Source: an optimization exercise on an open RTL-to-GDS flow (aim: small area). Production flows keep margins and buffers that such runs may drop. Where RTL was checked, it was by simulation tests only, not by an equivalence proof against the original. No activity file was given, so power comes from the tool's default toggle rates.

==> run X <==
==> flow/design.v <==
`timescale 1ns / 1ps
module lab4_2(
	input [3:0] userID,
	input CLK,
	input rst,
	input team,
	input [1:0] mode,
	output reg [7:0] numPlyLP,
	output reg [7:0] numPlyCF,
	output reg teamWng,
	output reg capWngLP,
	output reg capWngCF,
	output reg findRes,
	output reg [3:0] listOut,
	output reg listMode
    );
reg [2:0] a [0:4];	 
reg [3:0] b [0:4];	 
reg [2:0] pos;		 
reg [2:0] cntA, cntB;	 
wire logout = (mode == 2'd0);
wire login  = (mode == 2'd1);
wire find   = (mode == 2'd2);
wire list   = (mode == 2'd3);
integer i;
reg [4:0] fullA, fullB, eqA, eqB, wrA, wrB;
reg [2:0] popA, popB;
reg anyA, anyB, freeA, freeB;
always @* begin
	for (i = 0; i < 5; i = i + 1) begin
		fullA[i] = |a[i];
		fullB[i] = b[i][3];
		eqA[i] = (a[i] == userID[2:0]) & ~userID[3];
		eqB[i] = (b[i] == userID);
	end
	anyA = |eqA;
	anyB = |eqB;
	freeA = ~&fullA;
	freeB = ~&fullB;
	popA = fullA[0] + fullA[1] + fullA[2] + fullA[3] + fullA[4];
	popB = fullB[0] + fullB[1] + fullB[2] + fullB[3] + fullB[4];
	wrA = ~fullA & {&fullA[3:0], &fullA[2:0], &fullA[1:0], fullA[0], 1'b1};
	wrB = ~fullB & {&fullB[3:0], &fullB[2:0], &fullB[1:0], fullB[0], 1'b1};
end
wire tOK   = (team == userID[3]);
wire addA  = login & tOK & ~team & ~anyA & freeA;
wire addB  = login & tOK &  team & ~anyB & freeB;
wire delA  = logout & ~team & (userID != 4'd0);
wire delB  = logout &  team & (userID != 4'd0);
reg [3:0] sel;
always @* begin
	sel = team ? b[0] : {1'b0, a[0]};
	case (pos)
		3'd1: sel = team ? b[1] : {1'b0, a[1]};
		3'd2: sel = team ? b[2] : {1'b0, a[2]};
		3'd3: sel = team ? b[3] : {1'b0, a[3]};
		3'd4: sel = team ? b[4] : {1'b0, a[4]};
		default: ;
	endcase
end
always @(posedge CLK) begin
	if (rst) begin
		for (i = 0; i < 5; i = i + 1) begin
			a[i] <= 3'd0;
			b[i] <= 4'd0;
		end
		pos <= 3'd0;
		cntA <= 3'd0;
		cntB <= 3'd0;
		capWngLP <= 1'b1;
		capWngCF <= 1'b1;
		listOut <= 4'd0;
		teamWng <= 1'b0;
		findRes <= 1'b0;
		listMode <= 1'b0;
	end else begin
		cntA <= popA;
		cntB <= popB;
		teamWng <= login & ~tOK;
		findRes <= find & (team ? anyB : anyA);
		listMode <= list;
		pos <= (list && pos != 3'd4) ? pos + 3'd1 : 3'd0;
		if (list)
			listOut <= sel;
		for (i = 0; i < 5; i = i + 1) begin
			if (addA & wrA[i])
				a[i] <= userID[2:0];
			else if (delA & eqA[i])
				a[i] <= 3'd0;
			if (addB & wrB[i])
				b[i] <= userID;
			else if (delB & eqB[i])
				b[i] <= 4'd0;
		end
		if (addA)
			capWngLP <= (popA == 3'd4);
		else if (delA & anyA & (popA == 3'd1))
			capWngLP <= 1'b1;
		if (addB)
			capWngCF <= (popB == 3'd4);
		else if (delB & anyB & (popB == 3'd1))
			capWngCF <= 1'b1;
	end
end
always @* begin
	numPlyLP = {5'd0, cntA};
	numPlyCF = {5'd0, cntB};
end
endmodule
==> flow/run.sh <==
#!/bin/bash
# synth_recipe.tcl (not shown) runs the flow's synth.tcl, then flattens the netlist and writes it again
# the make line also repeats each setting of config.mk as NAME=value (left out here)
make -C /OpenROAD-flow-scripts/flow DESIGN_CONFIG=/design/flow/config.mk WORK_HOME=/design/flow/orfs CLKGATE_MAP_FILE= SYNTH_SCRIPT=/design/flow/synth_recipe.tcl finish
==> flow/config.mk <==
export PLATFORM = sky130hd
export DESIGN_NAME = lab4_2
export DESIGN_NICKNAME = lab4_2
export VERILOG_FILES = /design/flow/design.v
export SDC_FILE = /design/flow/constraint.sdc
export NUM_CORES = 4
export LEC_CHECK = 0
export CAP_MARGIN = 20
export CORE_MARGIN = 2
export CORE_UTILIZATION = 40
export SLEW_MARGIN = 20
==> flow/constraint.sdc <==
create_clock -name core_clock -period 15.0 [get_ports {CLK}]
set_input_delay 3.0000 -clock core_clock [delete_from_list [all_inputs] [get_ports {CLK}]]
set_output_delay 3.0000 -clock core_clock [all_outputs]
set_load 0.01 [all_outputs]
==> run F: changes against run X <==
==> flow/design.v (replaced) <==
`timescale 1ns / 1ps
module lab4_2(
	input[3:0] userID, 
	input CLK, 
	input rst,
	input team,
	input [1:0] mode,
	output reg  [7:0] numPlyLP,
	output reg  [7:0] numPlyCF,
	output reg  teamWng,
	output reg capWngLP,
	output reg capWngCF,
	output reg findRes,
	output reg [3:0] listOut,
	output reg  listMode
    );
reg [3:0] logicPlayers [4:0]; 
reg [3:0] cengPlayers [4:0]; 
integer i; 
integer j;	 
integer flag;
integer index;
integer countLP;
integer countCF;
always@(posedge CLK)
begin
if(rst)
begin
	for(i=0;i<=4;i=i+1)
	begin
		logicPlayers[i]=4'b0000;
		cengPlayers[i]=4'b0000;
	end
	numPlyLP = 0;
	numPlyCF = 0;
	capWngLP = 1;
	capWngCF = 1;
	j = 0;
	listOut=0;
	countLP=0;
	countCF=0;
	findRes = 0;
	teamWng = 0;
	listMode = 0;
end
else
begin
index = -1;
flag = 0;
findRes = 0;	
teamWng = 0;
listMode=0;
numPlyLP=countLP;
numPlyCF=countCF;
	if(mode==2'b00)  
	begin
		j=0; 
		if(team == 0)  
		begin
			for(i = 0; i <= 4; i = i + 1) 
			begin
				if(logicPlayers[i] == userID && userID != 4'b0000) 
				begin
					logicPlayers[i] = 4'b0000;
					countLP = countLP- 1; 
					if(countLP == 0) 
					begin
						capWngLP = 1;
					end
				end
			end
		end
		else  
		begin
			for(i = 0; i <= 4; i = i + 1) 
			begin
				if(cengPlayers[i] == userID && userID != 4'b0000) 
				begin
					cengPlayers[i] = 4'b0000;
					countCF = countCF - 1; 
					if(countCF == 0) 
					begin
						capWngCF = 1;
					end
				end
			end
		end
	end
	else if(mode==2'b01)  
	begin
		j=0; 
		if(team != userID[3])  
		begin
			teamWng = 1;
		end
		else
		begin
			if(team == 0)  
			begin
				for(i = 0; i < 5; i = i + 1) 
				begin
					if(logicPlayers[i] == 4'b0000) 
					begin
						index = (index >= 0) ? index : i;
					end
				end
				for(i = 0; i < 5; i = i + 1) 
				begin
					if(logicPlayers[i] == userID)
					begin
						flag = 1;  
					end
				end
				if((flag == 0) && (index >= 0))  
				begin
					logicPlayers[index] = userID;
					countLP = countLP + 1;
					if((countLP == 5) || (countLP == 0))
					begin
						capWngLP = 1;
					end
					else if((countLP < 5) && (countLP > 0))
					begin
						capWngLP = 0;
					end
				end
			end
			else  
			begin
				for(i = 0; i <= 4; i = i + 1)
				begin
					if(cengPlayers[i] == 4'b0000)
					begin
						index = (index >= 0) ? index : i;
					end
				end
				for(i = 0; i <= 4; i = i + 1)
				begin
					if(cengPlayers[i] == userID)
					begin
						flag = 1;  
					end
				end
				if((flag == 0) && (index >= 0))  
				begin
					cengPlayers[index] = userID;
					countCF = countCF + 1;
					if((countCF == 5) || (countCF == 0))
					begin
						capWngCF = 1;
					end
					else if((countCF < 5) && (countCF > 0))
					begin
						capWngCF = 0;
					end
				end
			end
		end
	end
	else if(mode==2'b10)  
	begin
		j=0; 
		if(team==0)
		begin
			for(i=0;i<=4;i=i+1)
			begin
				if(logicPlayers[i]==userID)  
				begin
					findRes=1;
				end
			end
		end
		else
		begin
			for(i=0;i<=4;i=i+1)
			begin
				if(cengPlayers[i]==userID)  
				begin
					findRes=1;
				end
			end
		end
	end
	else if(mode == 2'b11)  
	begin
		listMode=1;
		if(team==0) 
		begin
			listOut = logicPlayers[j];
			j = (j == 4) ? 0: j + 1;
		end
		else 
		begin
			listOut = cengPlayers[j];
			j = (j == 4) ? 0: j + 1;
		end
	end
end
end
endmodule
==> run Z: changes against run X <==
==> flow/design.v (replaced) <==
`timescale 1ns / 1ps
module lab4_2(
	input [3:0] userID,
	input CLK,
	input rst,
	input team,
	input [1:0] mode,
	output reg [7:0] numPlyLP,
	output reg [7:0] numPlyCF,
	output reg teamWng,
	output reg capWngLP,
	output reg capWngCF,
	output reg findRes,
	output reg [3:0] listOut,
	output reg listMode
    );
reg [2:0] a [0:4];	 
reg [3:0] b [0:4];	 
reg [2:0] pos;		 
reg [3:0] lst;		 
reg capA, capB;		 
reg [1:0] cmd_mode;	 
reg cmd_team;
reg [3:0] cmd_id;
wire logout = (cmd_mode == 2'd0);
wire login  = (cmd_mode == 2'd1);
wire find   = (cmd_mode == 2'd2);
wire list   = (cmd_mode == 2'd3);
wire tOK    = (cmd_team == cmd_id[3]);
wire nz     = |cmd_id[2:0];
function [2:0] pop5(input [4:0] x);
	reg s1, c1, s2, c2;
	begin
		s1 = x[0] ^ x[1] ^ x[2];
		c1 = (x[0] & x[1]) | (x[0] & x[2]) | (x[1] & x[2]);
		s2 = x[3] ^ x[4] ^ s1;
		c2 = (x[3] & x[4]) | (x[3] & s1) | (x[4] & s1);
		pop5 = {c1 & c2, c1 ^ c2, s2};
	end
endfunction
integer i;
reg [2:0] m [0:4];	 
reg [4:0] occA, occB, hit, feA, feB;
reg [2:0] popA, popB, sel;
always @* begin
	for (i = 0; i < 5; i = i + 1) begin
		occA[i] = |a[i];
		occB[i] = b[i][3];
		m[i] = cmd_team ? b[i][2:0] : a[i];
		hit[i] = (m[i] == cmd_id[2:0]) & (cmd_team ? b[i][3] : 1'b1);
	end
	popA = pop5(occA);
	popB = pop5(occB);
	feA = ~occA & {&occA[3:0], &occA[2:0], &occA[1:0], occA[0], 1'b1};
	feB = ~occB & {&occB[3:0], &occB[2:0], &occB[1:0], occB[0], 1'b1};
	case (pos)
		3'd1: sel = m[1];
		3'd2: sel = m[2];
		3'd3: sel = m[3];
		3'd4: sel = m[4];
		default: sel = m[0];
	endcase
end
wire anyHit = tOK & |hit;		 
wire freeA  = ~&occA;
wire freeB  = ~&occB;
wire addA   = login & tOK & ~cmd_team & nz & ~anyHit & freeA;
wire addB   = login & tOK &  cmd_team & ~anyHit & freeB;
wire delA   = logout & tOK & ~cmd_team & nz;
wire delB   = logout & tOK &  cmd_team;
wire bit3   = cmd_team & b[pos][3];
wire [4:0] wrA   = {5{addA & ~rst}} & feA;
wire [4:0] wrB   = {5{addB & ~rst}} & feB;
wire [4:0] keepA = ~({5{delA}} & hit | {5{rst}});
wire [4:0] keepB = ~({5{delB}} & hit | {5{rst}});
always @* begin
	numPlyLP = {5'd0, popA};
	numPlyCF = {5'd0, popB};
	teamWng  = login & ~tOK;
	findRes  = find & (anyHit | (~tOK & cmd_team & ~nz & freeB));
	listMode = list;
	listOut  = list ? {bit3, sel} : lst;
	capWngLP = addA ? (popA == 3'd4) : (capA | (delA & anyHit & (popA == 3'd1)));
	capWngCF = addB ? (popB == 3'd4) : (capB | (delB & anyHit & (popB == 3'd1)));
end
always @(posedge CLK) begin
	cmd_team <= team;
	cmd_id <= userID;
	for (i = 0; i < 5; i = i + 1) begin
		a[i] <= ({3{wrA[i]}} & cmd_id[2:0]) | ({3{keepA[i]}} & a[i]);
		b[i] <= ({4{wrB[i]}} & cmd_id) | ({4{keepB[i]}} & b[i]);
	end
	if (rst) begin
		pos <= 3'd0;
		lst <= 4'd0;
		capA <= 1'b1;
		capB <= 1'b1;
		cmd_mode <= 2'd0;
	end else begin
		cmd_mode <= mode;
		pos <= (list && pos != 3'd4) ? pos + 3'd1 : 3'd0;
		lst <= listOut;
		capA <= capWngLP;
		capB <= capWngCF;
	end
end
endmodule
==> comparison <==
In run Z the core utilization is higher than in run X, by 0.53 points.
Area after synthesis, lowest first: run Z, run X, run F.
Sequential cell count: run Z is lower than run X (2).
Against run X, the setup slack of run F is worse by 5900 ps.
Against run Z, the count of clock-buffer cells in the layout of run F is higher by 9.
Clock skew: run F > run Z > run X.
Power: run Z < run X < run F.
==> figures <==
|  | run Z | run F | run X |
|---|---|---|---|
| Pin count of the biggest net entering global routing | 33 | 97 | 36 |
| Total met2 wirelength after detailed routing | 3.487 mm | 39.33 mm | 3.837 mm |
| DP HPWL | 5.714 mm | 71.88 mm | 5.804 mm |
| Switching power of the nets | 65.65 µW | 996.9 µW | 69.50 µW |
| Destination of the worst register-to-register timing path | b[4][3]$_DFF_P_ | capWngCF$_SDFFE_PP1P_ | capWngLP$_SDFFE_PP1P_ |
| Non-clock buffer share | 7.626% | 2.502% | 6.740% |
| Buffers added on ports | 23 | 33 | 23 |
| Total power draw | 254.8 µW | 2034 µW | 255.2 µW |
| Post-synthesis sequential element count | 51 | 161 | 53 |
| Total routed wire length on the met1 layer | 3.685 mm | 41.61 mm | 3.536 mm |
| Result of the run | timing/DRC/antenna clean | timing/DRC/antenna clean | timing/DRC/antenna clean |
| Die Outline Area | 8122 µm² | 62260 µm² | 8775 µm² |
| Total CTS buffers | 5 | 17 | 5 |
| Sinks on Clock Net | 51 | 161 | 53 |
| Last element of the critical path | capWngLP | capWngCF$_SDFFE_PP1P_ | b[2][0]$_SDFFE_PP0P_ |
| Wire length on met3 | 413 µm | 8.088 mm | 335 µm |
No functional check of the RTL was part of run F.

[separate check: timing with driven ports]
In the flow no input, the clock included, has a driving cell. The finished layouts below were timed again as built, in two steps. Step 1 (the two cells are an assumption about what drives the block):
set clk [get_ports {CLK}]
set_driving_cell -lib_cell sky130_fd_sc_hd__clkbuf_16 $clk
set_driving_cell -lib_cell sky130_fd_sc_hd__buf_2 [delete_from_list [all_inputs] $clk]
Step 2 times the ports against the registers' clock, not the clock port: input delays grow and output delays shrink by t, the midpoint of the rising clock arrivals with the driver on. a / b / c = no drivers / after step 1 / after step 2; a / b = the first two.
run	shift t [ns]	setup WS [ns]	cell pins on the clock port's net
run X	0.336	9.533 / 9.539 / 9.203	1
run F	0.522	3.661 / 3.691 / 3.169	1
run Z	0.329	8.510 / 8.478 / 8.807	1
After both steps every run listed still meets setup and hold. For run F, which loses most, drivers alone change the setup slack by +0.030 ns; drivers and shift together by -0.492 ns.
